What follows belongs to an exercise in optimizing a design on an open flow for small area; a production flow would make more cautious choices. Function was checked by simulation only, so behaviour that the tests miss may differ from the original. Power figures rest on the tool's default switching activity, not on a simulated workload.

==> flow/design.v <==
module SimpleFIFO16(
	input clk,
	input rst_n,
	input read,
	input write,
	input [15:0] d_in,
	output [15:0] d_out,
	output full,  
	output empty,  
	output reg wr_ack,  
	output reg wr_err,  
	output reg rd_ack,  
	output reg rd_err,  
	output reg [4:0] data_count  
);
	localparam [2:0] INIT = 3'b000; 
	localparam [2:0] NO_OP = 3'b001;
	localparam [2:0] READ = 3'b010;
	localparam [2:0] RD_ERROR = 3'b011;
	localparam [2:0] WRITE = 3'b100;
	localparam [2:0] WR_ERROR = 3'b101;
	reg [2:0] state;
	reg [2:0] next_state;
	reg [4:0] next_data_count;
	reg [3:0] head, tail;
	reg [3:0] next_head, next_tail;
	reg [15:0] BUFFER[0:15]; 
	reg [15:0] next_data;
	assign full = (data_count == 5'd16)?1'b1:1'b0;
	assign empty = (data_count == 5'd0)?1'b1:1'b0;
	assign d_out = BUFFER[head];
	always @(posedge clk, negedge rst_n) begin
		if(~rst_n) {state, data_count, head, tail} <= 13'b000; 
		else begin 
			state <= next_state;
			data_count <= next_data_count;
			head <= next_head;
			tail <= next_tail;
			BUFFER[tail] <= next_data;
		end
	end
	always @(read, write, data_count, state) begin
		case ({read, write})
			2'b00: 
				next_state <= NO_OP;
			2'b10: 
				if(data_count > 0) next_state <= READ;
				else next_state <= RD_ERROR;
			2'b01: 
				if(data_count < 16) next_state <= WRITE;
				else next_state <= WR_ERROR;
			2'b11: 
				next_state <= NO_OP;
			default:
				next_state <= 3'bxxx;
		endcase
	end
	always @(read, write, data_count, head, tail, d_in) begin
		if({write, read} == 2'b00 || {write, read} == 2'b11) begin 
				next_head <= head;
				next_tail <= tail;
				next_data_count <= data_count;
				next_data <= BUFFER[tail];
		end
		else if(write == 1'b1) begin 
			if(data_count == 16) begin 
				next_head <= head;
				next_tail <= tail;
				next_data_count <= data_count;
				next_data <= BUFFER[tail];
			end
			else begin 
				next_head <= head;
				next_tail <= tail + 1'b1;
				next_data_count <= data_count + 1'b1;
				next_data <= d_in;
			end
		end
		else if(read == 1'b1) begin
			if(data_count == 0) begin 
				next_head <= head;
				next_tail <= tail;
				next_data_count <= data_count;
				next_data <= BUFFER[tail];
			end
			else begin 
				next_head <= head + 1'b1;
				next_tail <= tail;
				next_data_count <= data_count - 1'b1;
				next_data <= BUFFER[tail];
			end
		end
		else begin 
			{next_head, next_tail, next_data_count} = 13'bxxxx_xxxx_xxxx;
			next_data <= 16'dx;
		end
	end	
	always @(state) begin
		case(state)
			INIT:
				{wr_ack, wr_err, rd_ack, rd_err} = 4'b0000;
			NO_OP:
				{wr_ack, wr_err, rd_ack, rd_err} = 4'b0000;
			READ:
				{wr_ack, wr_err, rd_ack, rd_err} = 4'b0010;
			RD_ERROR: 
				{wr_ack, wr_err, rd_ack, rd_err} = 4'b0001;
			WRITE:
				{wr_ack, wr_err, rd_ack, rd_err} = 4'b1000;
			WR_ERROR:
				{wr_ack, wr_err, rd_ack, rd_err} = 4'b0100;
			default: 
				{wr_ack, wr_err, rd_ack, rd_err} <= 4'bx;
		endcase
	end
endmodule
module SimpleFIFO32to16(
	input clk,
	input rst_n,
	input read,
	input write,
	input [31:0] d_in,
	output [15:0] d_out,
	output full,  
	output empty,  
	output reg wr_ack,  
	output reg wr_err,  
	output reg rd_ack,  
	output reg rd_err,  
	output reg [4:0] data_count  
);
	localparam [2:0] INIT = 3'b000; 
	localparam [2:0] NO_OP = 3'b001;
	localparam [2:0] READ = 3'b010;
	localparam [2:0] RD_ERROR = 3'b011;
	localparam [2:0] WRITE = 3'b100;
	localparam [2:0] WR_ERROR = 3'b101;
	reg [2:0] state;
	reg [2:0] next_state;
	reg [4:0] next_data_count;
	reg [3:0] head, tail;
	reg [3:0] next_head, next_tail;
	reg [15:0] BUFFER[0:15]; 
	reg [31:0] next_data;
	assign full = (data_count == 5'd16)?1'b1:1'b0;
	assign empty = (data_count == 5'd0)?1'b1:1'b0;
	assign d_out = BUFFER[head];
	always @(posedge clk, negedge rst_n) begin
		if(~rst_n) {state, data_count, head, tail} <= 13'b000; 
		else begin 
			state <= next_state;
			data_count <= next_data_count;
			head <= next_head;
			tail <= next_tail;
			{BUFFER[tail], BUFFER[tail+1]} <= next_data;
		end
	end
	always @(read, write, data_count, state) begin
		case ({read, write})
			2'b00: 
				next_state <= NO_OP;
			2'b10: 
				if(data_count > 0) next_state <= READ;
				else next_state <= RD_ERROR;
			2'b01: 
				if(data_count < 16) next_state <= WRITE;
				else next_state <= WR_ERROR;
			2'b11: 
				next_state <= NO_OP;
			default:
				next_state <= 3'bxxx;
		endcase
	end
	always @(read, write, data_count, head, tail, d_in) begin
		if({write, read} == 2'b00 || {write, read} == 2'b11) begin 
				next_head <= head;
				next_tail <= tail;
				next_data_count <= data_count;
				next_data <= {BUFFER[tail], BUFFER[tail+1]};
		end
		else if(write == 1'b1) begin 
			if(data_count > 15) begin 
				next_head <= head;
				next_tail <= tail;
				next_data_count <= data_count;
				next_data <= {BUFFER[tail], BUFFER[tail+1]};
			end
			else begin 
				next_head <= head;
				next_tail <= tail + 2'd2;
				next_data_count <= data_count + 2'd2;
				next_data <= d_in;
			end
		end
		else if(read == 1'b1) begin
			if(data_count == 0) begin 
				next_head <= head;
				next_tail <= tail;
				next_data_count <= data_count;
				next_data <= {BUFFER[tail], BUFFER[tail+1]};
			end
			else begin 
				next_head <= head + 1'b1;
				next_tail <= tail;
				next_data_count <= data_count - 1'b1;
				next_data <= {BUFFER[tail], BUFFER[tail+1]};
			end
		end
		else begin 
			{next_head, next_tail, next_data_count} = 15'bxxxx_xxxx_xxxx;
			next_data <= 32'dx;
		end
	end	
	always @(state) begin
		case(state)
			INIT:
				{wr_ack, wr_err, rd_ack, rd_err} = 4'b0000;
			NO_OP:
				{wr_ack, wr_err, rd_ack, rd_err} = 4'b0000;
			READ:
				{wr_ack, wr_err, rd_ack, rd_err} = 4'b0010;
			RD_ERROR: 
				{wr_ack, wr_err, rd_ack, rd_err} = 4'b0001;
			WRITE:
				{wr_ack, wr_err, rd_ack, rd_err} = 4'b1000;
			WR_ERROR:
				{wr_ack, wr_err, rd_ack, rd_err} = 4'b0100;
			default: 
				{wr_ack, wr_err, rd_ack, rd_err} <= 4'bx;
		endcase
	end
endmodule
module HammingWeight(
    input clk,
    input rst_n,
    input op_start,
    input [15:0] din,
    output hw_vld,
    output [4:0] hamW 
);
    reg [2:0] state, next_state;
    reg [15:0] t0, next_t0;
    localparam STA_IDLE = 3'd0;
    localparam STA_C1 = 3'd1;
    localparam STA_C2 = 3'd2;
    localparam STA_C3 = 3'd3;
    localparam STA_C4 = 3'd4;
    localparam M1 = 16'h5555;
    localparam M2 = 16'h3333;
    localparam M4 = 16'h0f0f;
    localparam M8 = 16'h00ff;
    assign hw_vld = (state == STA_IDLE); 
    assign hamW = t0[4:0]; 
    always @(posedge clk, negedge rst_n) begin
        if(~rst_n) begin
            state <= 3'd0;
            t0 <= 16'd0;
        end
        else begin
            state <= next_state;
            t0 <= next_t0;
        end
    end
    always @(state, op_start, t0, M1, M2, M4, M8, din) begin
        case(state)
            STA_IDLE: begin
                next_t0 <= t0;
                if(op_start) next_state <= STA_C1;
                else next_state <= STA_IDLE;
            end
            STA_C1: begin
                next_t0 <= (din & M1) + ((din >> 1) & M1);
                next_state <= STA_C2;
            end
            STA_C2: begin
                next_t0 <= (t0 & M2) + ((t0 >> 2) & M2);
                next_state <= STA_C3;
            end
            STA_C3: begin
                next_t0 <= (t0 & M4) + ((t0 >> 4) & M4);
                next_state <= STA_C4;
            end
            STA_C4: begin
                next_t0 <= (t0 & M8) + ((t0 >> 8) & M8);
                next_state <= STA_IDLE;
            end
            default: begin
                next_t0 <= 16'dx;
                next_state <= 3'dx;
            end
        endcase
    end
endmodule
module IDPManager(
	input clk,
	input rst_n,
	output reg MEM_REQ,
	output [31:0]MEM_ADDR,
	output reg   [3:0]MEM_CMD,
	input      [31:0]MEM_DIN,
	input      MEM_VLD,
    input      MEM_FIN,
	input      MEM_IDP_SEL,
	input pxMem_WR_RDY,
    output pxMem_WR_VLD,
	input pxMem_GRANT,
	output reg pxMem_WR_REQ,
	output [19:0] pxMem_Addr,
	output [3:0] pxMem_burst, 
	output [15:0] pxMem_out,
    output [19:0] track_din,
	output reg track_write,
    input IDP_START,
    output IDP_STATUS,
    input [31:0] CFG_READ_START_ADDR, 
    input [8:0] CFG_WIDTH,
	input [8:0] CFG_HEIGHT,
    input [9:0] CFG_NUM_FMAP
);
    localparam STA_IDLE = 5'd0;
    localparam STA_LOAD_CFG = 5'd1; 
    localparam STA_LD_SM_GRANT_REQ = 5'd2;
    localparam STA_LD_SM_CMD = 5'd3;
    localparam STA_LD_SM_WAIT = 5'd4;
    localparam STA_LD_SM_WRT_BUFFER = 5'd5;
    localparam STA_REQ_HAM_WEIGHT = 5'd6; 
    localparam STA_WAIT_HAM_WEIGHT = 5'd7; 
    localparam STA_LD_PX_DETERM_READ = 5'd8; 
    localparam STA_LD_PX_GRANT_REQ = 5'd9;
    localparam STA_LD_PX_CMD = 5'd10;
    localparam STA_LD_PX_WAIT = 5'd11;
    localparam STA_LD_PX_WRT_BUFFER = 5'd12; 
    localparam STA_MOVE_EMPTY = 5'd13;
    localparam STA_DEC_NONEMPTY = 5'd14; 
    localparam STA_CPY_PX_GRANT_REQ = 5'd15; 
    localparam STA_CPY_PX_CMD = 5'd16; 
    localparam STA_CPY_PX_BURST = 5'd17; 
    localparam STA_PX_CALC_COLUMN_POSITION = 5'd18; 
    localparam STA_PX_CHECK_ROW_FINISH = 5'd19;
    localparam STA_SET_ROW_TRACK_ADDR = 5'd20; 
    localparam STA_CHECK_NEXT_ITERATION = 5'd21; 
    localparam STA_FINISH = 5'd22; 
    reg [4:0] state, next_state;
    reg [9:0] cur_idx, next_idx;
    reg [8:0] cur_col, next_col;
    reg [8:0] cur_row, next_row;
    reg [20:0] cur_pxm_addr, next_pxm_addr;
    reg [31:0] cur_ext_mem_read_addr, next_ext_mem_read_addr;
    reg [3:0] cur_burst, next_burst;
    reg [15:0] cur_SM, next_SM;
    reg [4:0] px_cnt, next_px_cnt;
    reg memBufRead, memBufWrite;
    wire [15:0] memBufout; wire [4:0] memBufcnt;
    SimpleFIFO32to16 memRdBuffer(clk, rst_n, memBufRead, memBufWrite, MEM_DIN, memBufout, , , , , , , memBufcnt);
	reg decBufread, decBwrite;
    wire [15:0] decBufin;
	wire [15:0] decBufout; wire [4:0] decBufcnt;
    assign decBufin = (state == STA_MOVE_EMPTY)?16'd0:memBufout;
	SimpleFIFO16 decodeBuf(clk, rst_n, decBufread, decBwrite, decBufin, decBufout, , , , , , , decBufcnt); 
    wire [4:0] hamW;
    wire ham_vld;
    wire ham_start;
    assign ham_start = (state == STA_REQ_HAM_WEIGHT);
    HammingWeight hamCalc(clk, rst_n, ham_start, cur_SM, ham_vld, hamW);
    assign MEM_ADDR = cur_ext_mem_read_addr;
    assign IDP_STATUS = (state != STA_IDLE);
    assign pxMem_burst = 4'd15;
    assign pxMem_out = decBufout;
    assign track_din = cur_pxm_addr - CFG_NUM_FMAP * 16 * (((CFG_WIDTH - 1) / 16) + 1);
    assign pxMem_WR_VLD = (state == STA_CPY_PX_BURST);
    assign pxMem_Addr = cur_pxm_addr;
    always @(posedge clk, negedge rst_n) begin
        if(~rst_n) begin
            state <= 5'd0;
            cur_idx <= 10'd0;
            cur_col <= 9'd0;
            cur_row <= 9'd0;
            cur_pxm_addr <= 20'd0;
            cur_ext_mem_read_addr <= 32'd0;
            cur_burst <= 4'd0;
            cur_SM <= 16'd0;
            px_cnt <= 5'd0;
        end
        else begin
            state <= next_state;
            cur_idx <= next_idx;
            cur_col <= next_col;
            cur_row <= next_row;
            cur_pxm_addr <= next_pxm_addr;
            cur_ext_mem_read_addr <= next_ext_mem_read_addr;
            cur_burst <= next_burst;
            cur_SM <= next_SM;
            px_cnt <= next_px_cnt;
        end
    end
    always @(*) begin
        case(state)
            STA_IDLE: begin
                if(IDP_START) next_state <= STA_LOAD_CFG;
                else next_state <= STA_IDLE;
            end
            STA_LOAD_CFG: next_state <= STA_LD_SM_GRANT_REQ;
            STA_LD_SM_GRANT_REQ: begin
                if(MEM_IDP_SEL) next_state <= STA_LD_SM_CMD;
                else next_state <= STA_LD_SM_GRANT_REQ;
            end
            STA_LD_SM_CMD: next_state <= STA_LD_SM_WAIT;
            STA_LD_SM_WAIT: begin
                if(MEM_VLD) next_state <= STA_LD_SM_WRT_BUFFER;
                else next_state <= STA_LD_SM_WAIT;
            end
            STA_LD_SM_WRT_BUFFER: begin
                if(MEM_FIN) next_state <= STA_REQ_HAM_WEIGHT;
                else next_state <= STA_LD_SM_WRT_BUFFER;
            end
            STA_REQ_HAM_WEIGHT: next_state <= STA_WAIT_HAM_WEIGHT;
            STA_WAIT_HAM_WEIGHT: begin
                if(ham_vld) next_state <= STA_LD_PX_DETERM_READ;
                else next_state <= STA_WAIT_HAM_WEIGHT;
            end
            STA_LD_PX_DETERM_READ: begin
                if(hamW == 5'd0) next_state <= STA_MOVE_EMPTY;
                next_state <= STA_LD_PX_GRANT_REQ;
            end
            STA_LD_PX_GRANT_REQ: begin
                if(MEM_IDP_SEL) next_state <= STA_LD_PX_CMD;
                else next_state <= STA_LD_PX_GRANT_REQ;
            end
            STA_LD_PX_CMD: next_state <= STA_LD_PX_WAIT;
            STA_LD_PX_WAIT: begin
                if(MEM_VLD) next_state <= STA_LD_PX_WRT_BUFFER;
                else next_state <= STA_LD_PX_WAIT;
            end
            STA_LD_PX_WRT_BUFFER: begin
                if(MEM_FIN) begin
                    if(cur_SM[15]) next_state <= STA_DEC_NONEMPTY;
                    else next_state <= STA_MOVE_EMPTY;
                end
                else next_state <= STA_LD_PX_WRT_BUFFER;
            end
            STA_MOVE_EMPTY: begin
                if(cur_SM[15]) next_state <= STA_DEC_NONEMPTY;
                else if(px_cnt == 5'd1) next_state <= STA_CPY_PX_GRANT_REQ;
				else next_state <= STA_MOVE_EMPTY;
            end
            STA_DEC_NONEMPTY: begin
				if(px_cnt == 5'd1) next_state <= STA_CPY_PX_GRANT_REQ;
				else if(~cur_SM[14]) next_state <= STA_MOVE_EMPTY; 
				else next_state <= STA_DEC_NONEMPTY;
            end
            STA_CPY_PX_GRANT_REQ: begin
                if(pxMem_GRANT) next_state <= STA_CPY_PX_CMD;
                else next_state <= STA_CPY_PX_GRANT_REQ;
            end
            STA_CPY_PX_CMD: next_state <= STA_CPY_PX_BURST;
            STA_CPY_PX_BURST: begin
                if(decBufcnt == 4'd1) next_state <= STA_PX_CALC_COLUMN_POSITION;
                else next_state <= STA_CPY_PX_BURST;
            end
            STA_PX_CALC_COLUMN_POSITION: next_state <= STA_PX_CHECK_ROW_FINISH;
            STA_PX_CHECK_ROW_FINISH: begin
                if(CFG_NUM_FMAP == cur_idx) next_state <= STA_SET_ROW_TRACK_ADDR;
                else next_state <= STA_CHECK_NEXT_ITERATION;
            end
            STA_SET_ROW_TRACK_ADDR: next_state <= STA_CHECK_NEXT_ITERATION;
            STA_CHECK_NEXT_ITERATION: begin
                if(CFG_HEIGHT == cur_row) next_state <= STA_FINISH;
                else begin
                    if(memBufcnt) next_state <= STA_REQ_HAM_WEIGHT;
                    else next_state <= STA_LD_SM_GRANT_REQ;
                end
            end
            STA_FINISH: next_state <= STA_IDLE;
            default: next_state <= 4'dx;
        endcase
    end
    wire [4:0]aab = hamW;
    always @(*) begin
        case(state)
            STA_IDLE: begin
                next_idx <= cur_idx;
                next_col <= cur_col;
                next_row <= cur_row;
                next_pxm_addr <= cur_pxm_addr;
                next_ext_mem_read_addr <= cur_ext_mem_read_addr;
                next_burst <= cur_burst;
                next_SM <= cur_SM;
                next_px_cnt <= px_cnt;
                MEM_REQ <= 1'd0;
                MEM_CMD <= 4'd0;
                pxMem_WR_REQ <= 1'd0;
                track_write <= 1'd0;
                memBufRead <= 1'd0;
                memBufWrite <= 1'd0;
                decBufread <= 1'd0;
                decBwrite <= 1'd0;
            end
            STA_LOAD_CFG: begin
                next_idx <= 10'd0;
                next_col <= 9'd0;
                next_row <= 9'd0;
                next_pxm_addr <= 20'd0;
                next_ext_mem_read_addr <= CFG_READ_START_ADDR;
                next_burst <= cur_burst;
                next_SM <= cur_SM;
                next_px_cnt <= px_cnt;
                MEM_REQ <= 1'd0;
                MEM_CMD <= 4'd0;
                pxMem_WR_REQ <= 1'd0;
                track_write <= 1'd0;
                memBufRead <= 1'd0;
                memBufWrite <= 1'd0;
                decBufread <= 1'd0;
                decBwrite <= 1'd0;
            end
            STA_LD_SM_GRANT_REQ: begin
                next_idx <= cur_idx;
                next_col <= cur_col;
                next_row <= cur_row;
                next_pxm_addr <= cur_pxm_addr;
                next_ext_mem_read_addr <= cur_ext_mem_read_addr;
                next_burst <= cur_burst;
                next_SM <= cur_SM;
                next_px_cnt <= px_cnt;
                MEM_REQ <= 1'd1;
                MEM_CMD <= 4'd0;
                pxMem_WR_REQ <= 1'd0;
                track_write <= 1'd0;
                memBufRead <= 1'd0;
                memBufWrite <= 1'd0;
                decBufread <= 1'd0;
                decBwrite <= 1'd0;
            end
            STA_LD_SM_CMD: begin
                next_idx <= cur_idx;
                next_col <= cur_col;
                next_row <= cur_row;
                next_pxm_addr <= cur_pxm_addr;
                next_ext_mem_read_addr <= cur_ext_mem_read_addr;
                next_burst <= cur_burst;
                next_SM <= cur_SM;
                next_px_cnt <= px_cnt;
                MEM_REQ <= 1'd1;
                MEM_CMD <= 4'd0;
                pxMem_WR_REQ <= 1'd0;
                track_write <= 1'd0;
                memBufRead <= 1'd0;
                memBufWrite <= 1'd0;
                decBufread <= 1'd0;
                decBwrite <= 1'd0;
            end
            STA_LD_SM_WAIT: begin
                next_idx <= cur_idx;
                next_col <= cur_col;
                next_row <= cur_row;
                next_pxm_addr <= cur_pxm_addr;
                next_ext_mem_read_addr <= cur_ext_mem_read_addr;
                next_burst <= cur_burst;
                next_SM <= cur_SM;
                next_px_cnt <= px_cnt;
                MEM_REQ <= 1'd0;
                MEM_CMD <= 4'd0;
                pxMem_WR_REQ <= 1'd0;
                track_write <= 1'd0;
                memBufRead <= 1'd0;
                memBufWrite <= 1'd0;
                decBufread <= 1'd0;
                decBwrite <= 1'd0;
            end
            STA_LD_SM_WRT_BUFFER: begin
                next_idx <= cur_idx;
                next_col <= cur_col;
                next_row <= cur_row;
                next_pxm_addr <= cur_pxm_addr;
                next_ext_mem_read_addr <= cur_ext_mem_read_addr + 2;
                next_burst <= cur_burst;
                next_SM <= MEM_DIN[31:16];
                next_px_cnt <= px_cnt;
                MEM_REQ <= 1'd0;
                MEM_CMD <= 4'd0;
                pxMem_WR_REQ <= 1'd0;
                track_write <= 1'd0;
                memBufRead <= 1'd0;
                memBufWrite <= 1'd0;
                decBufread <= 1'd0;
                decBwrite <= 1'd0;
            end
            STA_REQ_HAM_WEIGHT: begin
                next_idx <= cur_idx;
                next_col <= cur_col;
                next_row <= cur_row;
                next_pxm_addr <= cur_pxm_addr;
                next_ext_mem_read_addr <= cur_ext_mem_read_addr;
                next_burst <= cur_burst;
                next_SM <= cur_SM;
                next_px_cnt <= px_cnt;
                MEM_REQ <= 1'd0;
                MEM_CMD <= 4'd0;
                pxMem_WR_REQ <= 1'd0;
                track_write <= 1'd0;
                memBufRead <= 1'd0;
                memBufWrite <= 1'd0;
                decBufread <= 1'd0;
                decBwrite <= 1'd0;
            end
            STA_WAIT_HAM_WEIGHT: begin
                next_idx <= cur_idx;
                next_col <= cur_col;
                next_row <= cur_row;
                next_pxm_addr <= cur_pxm_addr;
                next_ext_mem_read_addr <= cur_ext_mem_read_addr;
                next_burst <= cur_burst;
                next_SM <= cur_SM;
                next_px_cnt <= px_cnt;
                MEM_REQ <= 1'd0;
                MEM_CMD <= 4'd0;
                pxMem_WR_REQ <= 1'd0;
                track_write <= 1'd0;
                memBufRead <= 1'd0;
                memBufWrite <= 1'd0;
                decBufread <= 1'd0;
                decBwrite <= 1'd0;
            end
            STA_LD_PX_DETERM_READ: begin
                next_idx <= cur_idx;
                next_col <= cur_col;
                next_row <= cur_row;
                next_pxm_addr <= cur_pxm_addr;
                next_ext_mem_read_addr <= cur_ext_mem_read_addr;
                next_burst <= cur_burst;
                next_SM <= cur_SM;
                next_px_cnt <= 5'd16;
                MEM_REQ <= 1'd0;
                MEM_CMD <= 4'd0;
                pxMem_WR_REQ <= 1'd0;
                track_write <= 1'd0;
                memBufRead <= 1'd0;
                memBufWrite <= 1'd0;
                decBufread <= 1'd0;
                decBwrite <= 1'd0;
            end
            STA_LD_PX_GRANT_REQ: begin
                next_idx <= cur_idx;
                next_col <= cur_col;
                next_row <= cur_row;
                next_pxm_addr <= cur_pxm_addr;
                next_ext_mem_read_addr <= cur_ext_mem_read_addr;
                next_burst <= cur_burst;
                next_SM <= cur_SM;
                next_px_cnt <= px_cnt;
                MEM_REQ <= 1'd1;
                MEM_CMD <= {1'd0, aab[3:1]}; 
                pxMem_WR_REQ <= 1'd0;
                track_write <= 1'd0;
                memBufRead <= 1'd0;
                memBufWrite <= 1'd0;
                decBufread <= 1'd0;
                decBwrite <= 1'd0;
            end
            STA_LD_PX_CMD: begin
                next_idx <= cur_idx;
                next_col <= cur_col;
                next_row <= cur_row;
                next_pxm_addr <= cur_pxm_addr;
                next_ext_mem_read_addr <= cur_ext_mem_read_addr + aab[3:1] * 4 + 4;
                next_burst <= cur_burst;
                next_SM <= cur_SM;
                next_px_cnt <= px_cnt;
                MEM_REQ <= 1'd1;
                MEM_CMD <= {1'd0, aab[3:1]}; 
                pxMem_WR_REQ <= 1'd0;
                track_write <= 1'd0;
                memBufRead <= 1'd0;
                memBufWrite <= 1'd0;
                decBufread <= 1'd0;
                decBwrite <= 1'd0;
            end
            STA_LD_PX_WAIT: begin
                next_idx <= cur_idx;
                next_col <= cur_col;
                next_row <= cur_row;
                next_pxm_addr <= cur_pxm_addr;
                next_ext_mem_read_addr <= cur_ext_mem_read_addr;
                next_burst <= cur_burst;
                next_SM <= cur_SM;
                next_px_cnt <= px_cnt;
                MEM_REQ <= 1'd1;
                MEM_CMD <= 4'd0;
                pxMem_WR_REQ <= 1'd0;
                track_write <= 1'd0;
                memBufRead <= 1'd0;
                memBufWrite <= 1'd0;
                decBufread <= 1'd0;
                decBwrite <= 1'd0;
            end
            STA_LD_PX_WRT_BUFFER: begin
                next_idx <= cur_idx;
                next_col <= cur_col;
                next_row <= cur_row;
                next_pxm_addr <= cur_pxm_addr;
                next_ext_mem_read_addr <= cur_ext_mem_read_addr;
                next_burst <= cur_burst;
                next_SM <= cur_SM;
                next_px_cnt <= px_cnt;
                MEM_REQ <= 1'd0;
                MEM_CMD <= 4'd0;
                pxMem_WR_REQ <= 1'd0;
                track_write <= 1'd0;
                memBufRead <= 1'd0;
                memBufWrite <= 1'd1;
                decBufread <= 1'd0;
                decBwrite <= 1'd0;
            end
            STA_MOVE_EMPTY: begin
                next_idx <= cur_idx;
                next_col <= cur_col;
                next_row <= cur_row;
                next_pxm_addr <= cur_pxm_addr;
                next_ext_mem_read_addr <= cur_ext_mem_read_addr;
                next_burst <= cur_burst;
                MEM_REQ <= 1'd0;
                MEM_CMD <= 4'd0;
                pxMem_WR_REQ <= 1'd0;
                track_write <= 1'd0;
                memBufRead <= 1'd0;
                memBufWrite <= 1'd0;
                decBufread <= 1'd0;
                if(cur_SM[15]) begin
                    next_SM <= cur_SM;
                    next_px_cnt <= px_cnt;
                    decBwrite <= 1'd0;
                end
                else begin
                    next_SM <= {cur_SM[14:0], 1'd0};
                    next_px_cnt <= px_cnt - 1'd1;
                    decBwrite <= 1'd1;
                end
            end
            STA_DEC_NONEMPTY: begin
                next_idx <= cur_idx;
                next_col <= cur_col;
                next_row <= cur_row;
                next_pxm_addr <= cur_pxm_addr;
                next_ext_mem_read_addr <= cur_ext_mem_read_addr;
                next_burst <= cur_burst;
                next_SM <= {cur_SM[14:0], 1'd0};
                MEM_REQ <= 1'd0;
                MEM_CMD <= 4'd0;
                pxMem_WR_REQ <= 1'd0;
                track_write <= 1'd0;
                memBufRead <= 1'd1;
                memBufWrite <= 1'd0;
                decBufread <= 1'd0;
                next_px_cnt <= px_cnt - 1'd1;
                decBwrite <= 1'd1;
            end
            STA_CPY_PX_GRANT_REQ: begin
                next_idx <= cur_idx;
                next_col <= cur_col;
                next_row <= cur_row;
                next_pxm_addr <= cur_pxm_addr;
                next_ext_mem_read_addr <= cur_ext_mem_read_addr;
                next_burst <= 4'd15;
                next_SM <= cur_SM;
                next_px_cnt <= px_cnt;
                MEM_REQ <= 1'd0;
                MEM_CMD <= 4'd0;
                pxMem_WR_REQ <= 1'd1;
                track_write <= 1'd0;
                memBufRead <= 1'd0;
                memBufWrite <= 1'd0;
                decBufread <= 1'd0;
                decBwrite <= 1'd0;
            end
            STA_CPY_PX_CMD: begin
                next_idx <= cur_idx;
                next_col <= cur_col;
                next_row <= cur_row;
                next_pxm_addr <= cur_pxm_addr;
                next_ext_mem_read_addr <= cur_ext_mem_read_addr;
                next_burst <= cur_burst;
                next_SM <= cur_SM;
                next_px_cnt <= px_cnt;
                MEM_REQ <= 1'd0;
                MEM_CMD <= 4'd0;
                pxMem_WR_REQ <= 1'd1;
                track_write <= 1'd0;
                memBufRead <= 1'd0;
                memBufWrite <= 1'd0;
                decBufread <= 1'd0;
                decBwrite <= 1'd0;
            end
            STA_CPY_PX_BURST: begin
                next_idx <= cur_idx;
                next_col <= cur_col;
                next_row <= cur_row;
                next_pxm_addr <= cur_pxm_addr + 1;
                next_ext_mem_read_addr <= cur_ext_mem_read_addr;
                next_burst <= cur_burst;
                next_SM <= cur_SM;
                next_px_cnt <= px_cnt;
                MEM_REQ <= 1'd0;
                MEM_CMD <= 4'd0;
                pxMem_WR_REQ <= 1'd1;
                track_write <= 1'd0;
                memBufRead <= 1'd0;
                memBufWrite <= 1'd0;
                decBufread <= 1'd1;
                decBwrite <= 1'd0;
            end
            STA_PX_CALC_COLUMN_POSITION: begin
                if(cur_col + 16 >= CFG_WIDTH) begin
                    next_idx <= cur_idx + 1;
                    next_col <= 0;
                end
                else begin
                    next_idx <= cur_idx;
                    next_col <= cur_col + 16;
                end
                next_row <= cur_row;
                next_pxm_addr <= cur_pxm_addr;
                next_ext_mem_read_addr <= cur_ext_mem_read_addr;
                next_burst <= cur_burst;
                next_SM <= cur_SM;
                next_px_cnt <= px_cnt;
                MEM_REQ <= 1'd0;
                MEM_CMD <= 4'd0;
                pxMem_WR_REQ <= 1'd0;
                track_write <= 1'd0;
                memBufRead <= 1'd0;
                memBufWrite <= 1'd0;
                decBufread <= 1'd0;
                decBwrite <= 1'd0;
            end
            STA_PX_CHECK_ROW_FINISH: begin
                next_idx <= cur_idx;
                next_col <= cur_col;
                next_row <= cur_row;
                next_pxm_addr <= cur_pxm_addr;
                next_ext_mem_read_addr <= cur_ext_mem_read_addr;
                next_burst <= cur_burst;
                next_SM <= cur_SM;
                next_px_cnt <= px_cnt;
                MEM_REQ <= 1'd0;
                MEM_CMD <= 4'd0;
                pxMem_WR_REQ <= 1'd0;
                track_write <= 1'd0;
                memBufRead <= 1'd0;
                memBufWrite <= 1'd0;
                decBufread <= 1'd0;
                decBwrite <= 1'd0;
            end
            STA_SET_ROW_TRACK_ADDR: begin
                next_idx <= 10'd0;
                next_col <= cur_col;
                next_row <= cur_row + 1;
                next_pxm_addr <= cur_pxm_addr;
                next_ext_mem_read_addr <= cur_ext_mem_read_addr;
                next_burst <= cur_burst;
                next_SM <= cur_SM;
                next_px_cnt <= px_cnt;
                MEM_REQ <= 1'd0;
                MEM_CMD <= 4'd0;
                pxMem_WR_REQ <= 1'd0;
                track_write <= 1'd1;
                memBufRead <= 1'd0;
                memBufWrite <= 1'd0;
                decBufread <= 1'd0;
                decBwrite <= 1'd0;
            end
            STA_CHECK_NEXT_ITERATION: begin
                next_idx <= cur_idx;
                next_col <= cur_col;
                next_row <= cur_row;
                next_pxm_addr <= cur_pxm_addr;
                next_ext_mem_read_addr <= cur_ext_mem_read_addr;
                next_burst <= cur_burst;
                next_px_cnt <= px_cnt;
                MEM_REQ <= 1'd0;
                MEM_CMD <= 4'd0;
                pxMem_WR_REQ <= 1'd0;
                track_write <= 1'd0;
                memBufWrite <= 1'd0;
                decBufread <= 1'd0;
                decBwrite <= 1'd0;
                if(memBufcnt) begin
                    memBufRead <= 1'd1;
                    next_SM <= memBufout;
                end
                else begin
                    memBufRead <= 1'd0;
                    next_SM <= cur_SM;
                end
            end
            STA_FINISH: begin
                next_idx <= cur_idx;
                next_col <= cur_col;
                next_row <= cur_row;
                next_pxm_addr <= cur_pxm_addr;
                next_ext_mem_read_addr <= cur_ext_mem_read_addr;
                next_burst <= cur_burst;
                next_SM <= cur_SM;
                next_px_cnt <= px_cnt;
                MEM_REQ <= 1'd0;
                MEM_CMD <= 4'd0;
                pxMem_WR_REQ <= 1'd0;
                track_write <= 1'd0;
                memBufRead <= 1'd0;
                memBufWrite <= 1'd0;
                decBufread <= 1'd0;
                decBwrite <= 1'd0;
            end
            default: begin
                next_idx <= 10'dx;
                next_col <= 9'dx;
                next_row <= 9'dx;
                next_pxm_addr <= 20'dx;
                next_ext_mem_read_addr <= 32'dx;
                next_burst <= 32'dx;
                next_SM <= 32'dx;
                next_px_cnt <= 32'dx;
                MEM_REQ <= 1'dx;
                MEM_CMD <= 1'dx;
                pxMem_WR_REQ <= 1'dx;
                track_write <= 1'dx;
                memBufRead <= 1'dx;
                memBufWrite <= 1'dx;
                decBufread <= 1'dx;
                decBwrite <= 1'dx;
            end
        endcase
    end
endmodule
==> flow/run.sh <==
#!/bin/bash
# synth_recipe.tcl (not shown) runs the flow's synth.tcl, then flattens the netlist and writes it again
# the make line also repeats each setting of config.mk as NAME=value (left out here)
make -C /OpenROAD-flow-scripts/flow DESIGN_CONFIG=/design/flow/config.mk WORK_HOME=/design/flow/orfs CLKGATE_MAP_FILE= SYNTH_SCRIPT=/design/flow/synth_recipe.tcl finish
==> flow/config.mk <==
export PLATFORM = sky130hd
export DESIGN_NAME = IDPManager
export DESIGN_NICKNAME = IDPManager
export VERILOG_FILES = /design/flow/design.v
export SDC_FILE = /design/flow/constraint.sdc
export NUM_CORES = 4
export LEC_CHECK = 0
export CAP_MARGIN = 20
export CORE_MARGIN = 2
export CORE_UTILIZATION = 40
export SLEW_MARGIN = 20
==> flow/constraint.sdc <==
create_clock -name core_clock -period 16.0 [get_ports {clk}]
set_input_delay 3.2000 -clock core_clock [delete_from_list [all_inputs] [get_ports {clk}]]
set_output_delay 3.2000 -clock core_clock [all_outputs]
set_load 0.01 [all_outputs]
==> impl_metrics.py <==
metrics = {
    "cells_and_area": {
        "utilization_pct": 46.5,
        "final_area_um2": 44000,
        "multi_input_area_um2": 17500,
        "fillers": 8738,
        "layoutNonFillerInstCount": 5017,
        "drive_gt1_share_pct": 7.66,
        "ff_latch_area_um2": 19000,
        "fin_nets": 3994,
        "area_growth_pct": 15.6,
    },
    "pwr": {
        "leakagePower_nw": 16.1,
        "total_power_mw": 9.34,
        "vdd_ir_drop_max_mv": 0.116,
        "pwr_density_cell_nw_per_um2": 212,
    },
    "logic_synthesis": {
        "synthTopCellsByCount": "edfxtp_1, nand2_1, nor2_1, clkbuf_1, a22oi_1",
        "synth-edff-count": 512,
        "synth.ff_latch_count": 658,
        "ys.flop_type": "edfxtp_1",
        "netlist.area_leader.share_pct": 40.4,
        "ys_async_sr_fraction_pct": 22.2,
        "synth_cell_types": 78,
        "syn_area_per_cell_um2": 10.7,
        "synth_most_common_cell": "edfxtp_1",
        "synth_area_leaders": "edfxtp_1, dfrtp_1, a22oi_1, fa_1, ha_1",
        "ys_warn_count": 6,
        "synthCells": 3561,
        "yosysTopAreaCell": "edfxtp_1",
        "syn_area_um2": 38100,
        "ys_seq_area_share_pct": 50.0,
    },
    "setup_path": {
        "crit_slowest_cell": "xnor2_1",
        "end_kind": "output port",
        "startpoint": "CFG_WIDTH[3]",
        "r2r_start": "state[4]",
        "crit_path_max_fanout": 10,
        "cpMostUsedCell": "ha_1",
        "worstSetupPathType": "in2out",
        "worst_ep_arrival_time_ns": 11.95,
        "start_kind": "primary input",
        "r2r_end": "memRdBuffer.BUFFER[3][7]",
        "cpPeakStageDelay_ns": 0.68,
        "cp-endpoint": "track_din[18]",
        "cp.required_ns": 12.80,
        "r2r_cells": 11,
        "regToRegSetupSlack_ns": 10.79,
    },
    "detailed_routing": {
        "dr.pass1.iters": 10,
        "drc_errors": 0,
        "vias_per_cell": 6.24,
        "via_count": 31300,
        "wl_per_cell_um": 26.2,
        "routed_wl_um": 131000,
        "drtIter0Drc": 4723,
        "ant_nets": 0,
    },
    "floorplanning": {
        "dieArea_um2": 97600,
        "fp-row-count": 113,
        "start_util_pct": 40.2,
        "core_um2": 94600,
        "io_pins": 201,
        "die_y_um": 312,
        "fp.dieW_um": 312,
    },
    "grt": {
        "grt_pass1_wl_um": 193000,
        "grt_overflow": 0,
        "antenna_found_initial": 2,
        "grt_pass1_vias": 30100,
        "grtUsageTotal_pct": 26.2,
        "grt_max_degree": 78,
    },
    "sta": {
        "fin_crit_sh_pct": 94.7,
        "period_needed_ns": 15.15,
        "fin_worst_skew_ns": 0.0478,
        "hold_ws_ns": 0.508,
        "clock.fmax_mhz": 66.0,
        "hold_viol": 0,
        "tightestPinTransition_ns": 1.30,
        "rsz0062_at_grt": "false",
        "slew_violations": 0,
        "finalSetupTns_ns": 0,
        "layout_setup_ws_ns": 0.852,
        "final-setup-viol-count": 0,
        "slew_headroom_pct": 13.4,
    },
    "cts": {
        "cts.clk_slew.worst_paths_ns": 0.05,
        "cts_tree": "built",
        "cts_hold_buf": 0,
        "cts_buffer_depth": 3,
        "clock_latency_ns": 0.66,
        "cts_resized": 0,
        "htreeDepth": 3,
        "post_cts_buffers": 0,
        "numClockSinks": 658,
        "numCtsBuffers": 76,
        "cts-root-buf": "clkbuf_16",
    },
    "placement": {
        "io_buffers": 194,
        "dpl_worst_slack_ns": 0.797,
        "dp_hpwl_um": 80100,
        "place_congestion": 0.885,
        "postPlaceCellArea_um2": 41500,
        "dp_cells": 4874,
    },
    "outcome": {
        "outcome": "timing/DRC/antenna clean",
    },
    "worst_hold_path": {
        "hp-class": "reg2reg",
        "hold_start": "cur_ext_mem_read_addr[0]",
    },
    "flow_run": {
        "cap_violations": 0,
    },
}
report_power, final:
group / switching, mW / leakage, nW / internal, mW / total, mW
sequential: 0.332 / 6.51 / 2.78 / 3.11
clock: 0.733 / 1.18 / 0.986 / 1.72
combinational: 2.90 / 8.44 / 1.61 / 4.51
flip-flops by register name, summed over array words and instances (netlist names), 5 cells and up:
register,cells
cur_ext_mem_read_addr,32
state,5
hamCalc.t0,16
cur_SM,16
cur_row,9
memRdBuffer.data_count,5
decodeBuf.data_count,5
decodeBuf.BUFFER,256
cur_col,5
cur_pxm_addr,20
cur_idx,10
px_cnt,5
memRdBuffer.BUFFER,256
cell families (layout without fill, tap and decap cells):
kind of cell               count (synthesis)  after routing  synth area share (%)
AOI/OAI and AO/OA                       1038           1038                  19.3
xor gates and xnor gates                 125            125                  2.88
adders and majority gates                204            204                  8.27
buffers and inverters                    426            605                  4.32
DFF                                      658            658                  50.0
muxes                                     79             79                  2.17
other                                      2             14                0.0197
and+or+nand+nor                         1029           1029                  13.1
worst min-delay path by stage:
stage / endpoint / slack (ns) / depth (start not counted)
2_1_floorplan: px_cnt[3] / 0.47 / 1
3_3_place_gp: cur_ext_mem_read_addr[0] / 0.49 / 1
3_5_place_dp: cur_ext_mem_read_addr[0] / 0.50 / 1
4_1_cts: cur_ext_mem_read_addr[0] / 0.51 / 1
5_1_grt: cur_ext_mem_read_addr[0] / 0.53 / 1
6_report: cur_ext_mem_read_addr[0] / 0.51 / 1
metal layers:
metal	wire length [um]	share of wire (%)	global-route usage (%)
met5	0	0	0
met4	5480	4.2	10.6
met3	16300	12	6.36
met2	56400	43	38.9
met1	53200	40	36.7
cells in the final DEF, fill, tap and decap left out, drive strengths merged, types with 16 or more instances in the layout:
cell type	Yosys	layout
clkinv	2	29
fa	79	79
a221oi	88	88
nand2b	44	44
nor4	26	26
nand4	59	59
clkbuf	229	101
xnor2	68	68
clkdlybuf4s50	0	193
edfxtp	512	512
dfrtp	146	146
a22oi	216	216
mux2i	52	52
a31oi	20	20
a21o	16	16
nor3	36	36
a21oi	208	208
buf	31	109
and3	54	54
inv	164	166
and2	76	76
nand3	86	86
xor2	57	57
ha	125	125
nand2	303	303
o22ai	29	29
a22o	80	80
a222oi	96	96
nor2b	28	28
o21ai	180	180
nor2	263	263
mux2	27	27
worst max-delay path: cells and delay by family:
| family | cells | cell delay (ns) |
|---|---|---|
| AND/OR/NAND/NOR | 7 | 1.80 |
| AO/OA/AOI/OAI | 7 | 1.78 |
| adder cells (fa/ha/maj) | 8 | 3.01 |
| buffers and inverters | 5 | 1.08 |
| XOR/XNOR | 4 | 1.06 |
final cells by class:
cell class | count | share of cell area (%)
Multi-Input combinational cell | 2486 | 39.8
Sequential cell | 658 | 43.3
Clock inverter | 36 | 0.939
Inverter | 166 | 1.42
Clock buffer | 101 | 4.63
Timing Repair Buffer | 302 | 6.35
Antenna cell | 3 | 0.0171
Tap cell | 1265 | 3.60

[afterwards: timing with drivers on the ports]
In the flow no input, the clock included, has a driving cell. The finished layout below was timed again as built, in two steps.
Step 1: set_driving_cell puts a clkbuf_16 on clk and a buf_2 on each other input, an assumption about the parent block.
Step 2 times the ports against the registers' clock, not the clock port: input delays grow and output delays shrink by t, the midpoint of the rising clock arrivals with the driver on.
Slacks: ideal ports / drivers / drivers and shift; pairs: ideal ports / drivers.
t, ns: 0.697
setup slack, ns: 0.852 / 0.832 / 0.832
hold WS [ns]: 0.508 / 0.508 / 0.508
clock arrival spread, ns: 0.054 / 0.054
worst slew at a driven data input, ns: 0.10
After both steps this run still meets setup and hold. The setup slack of this run moves by -0.020 ns with the drivers and by -0.020 ns with both steps.
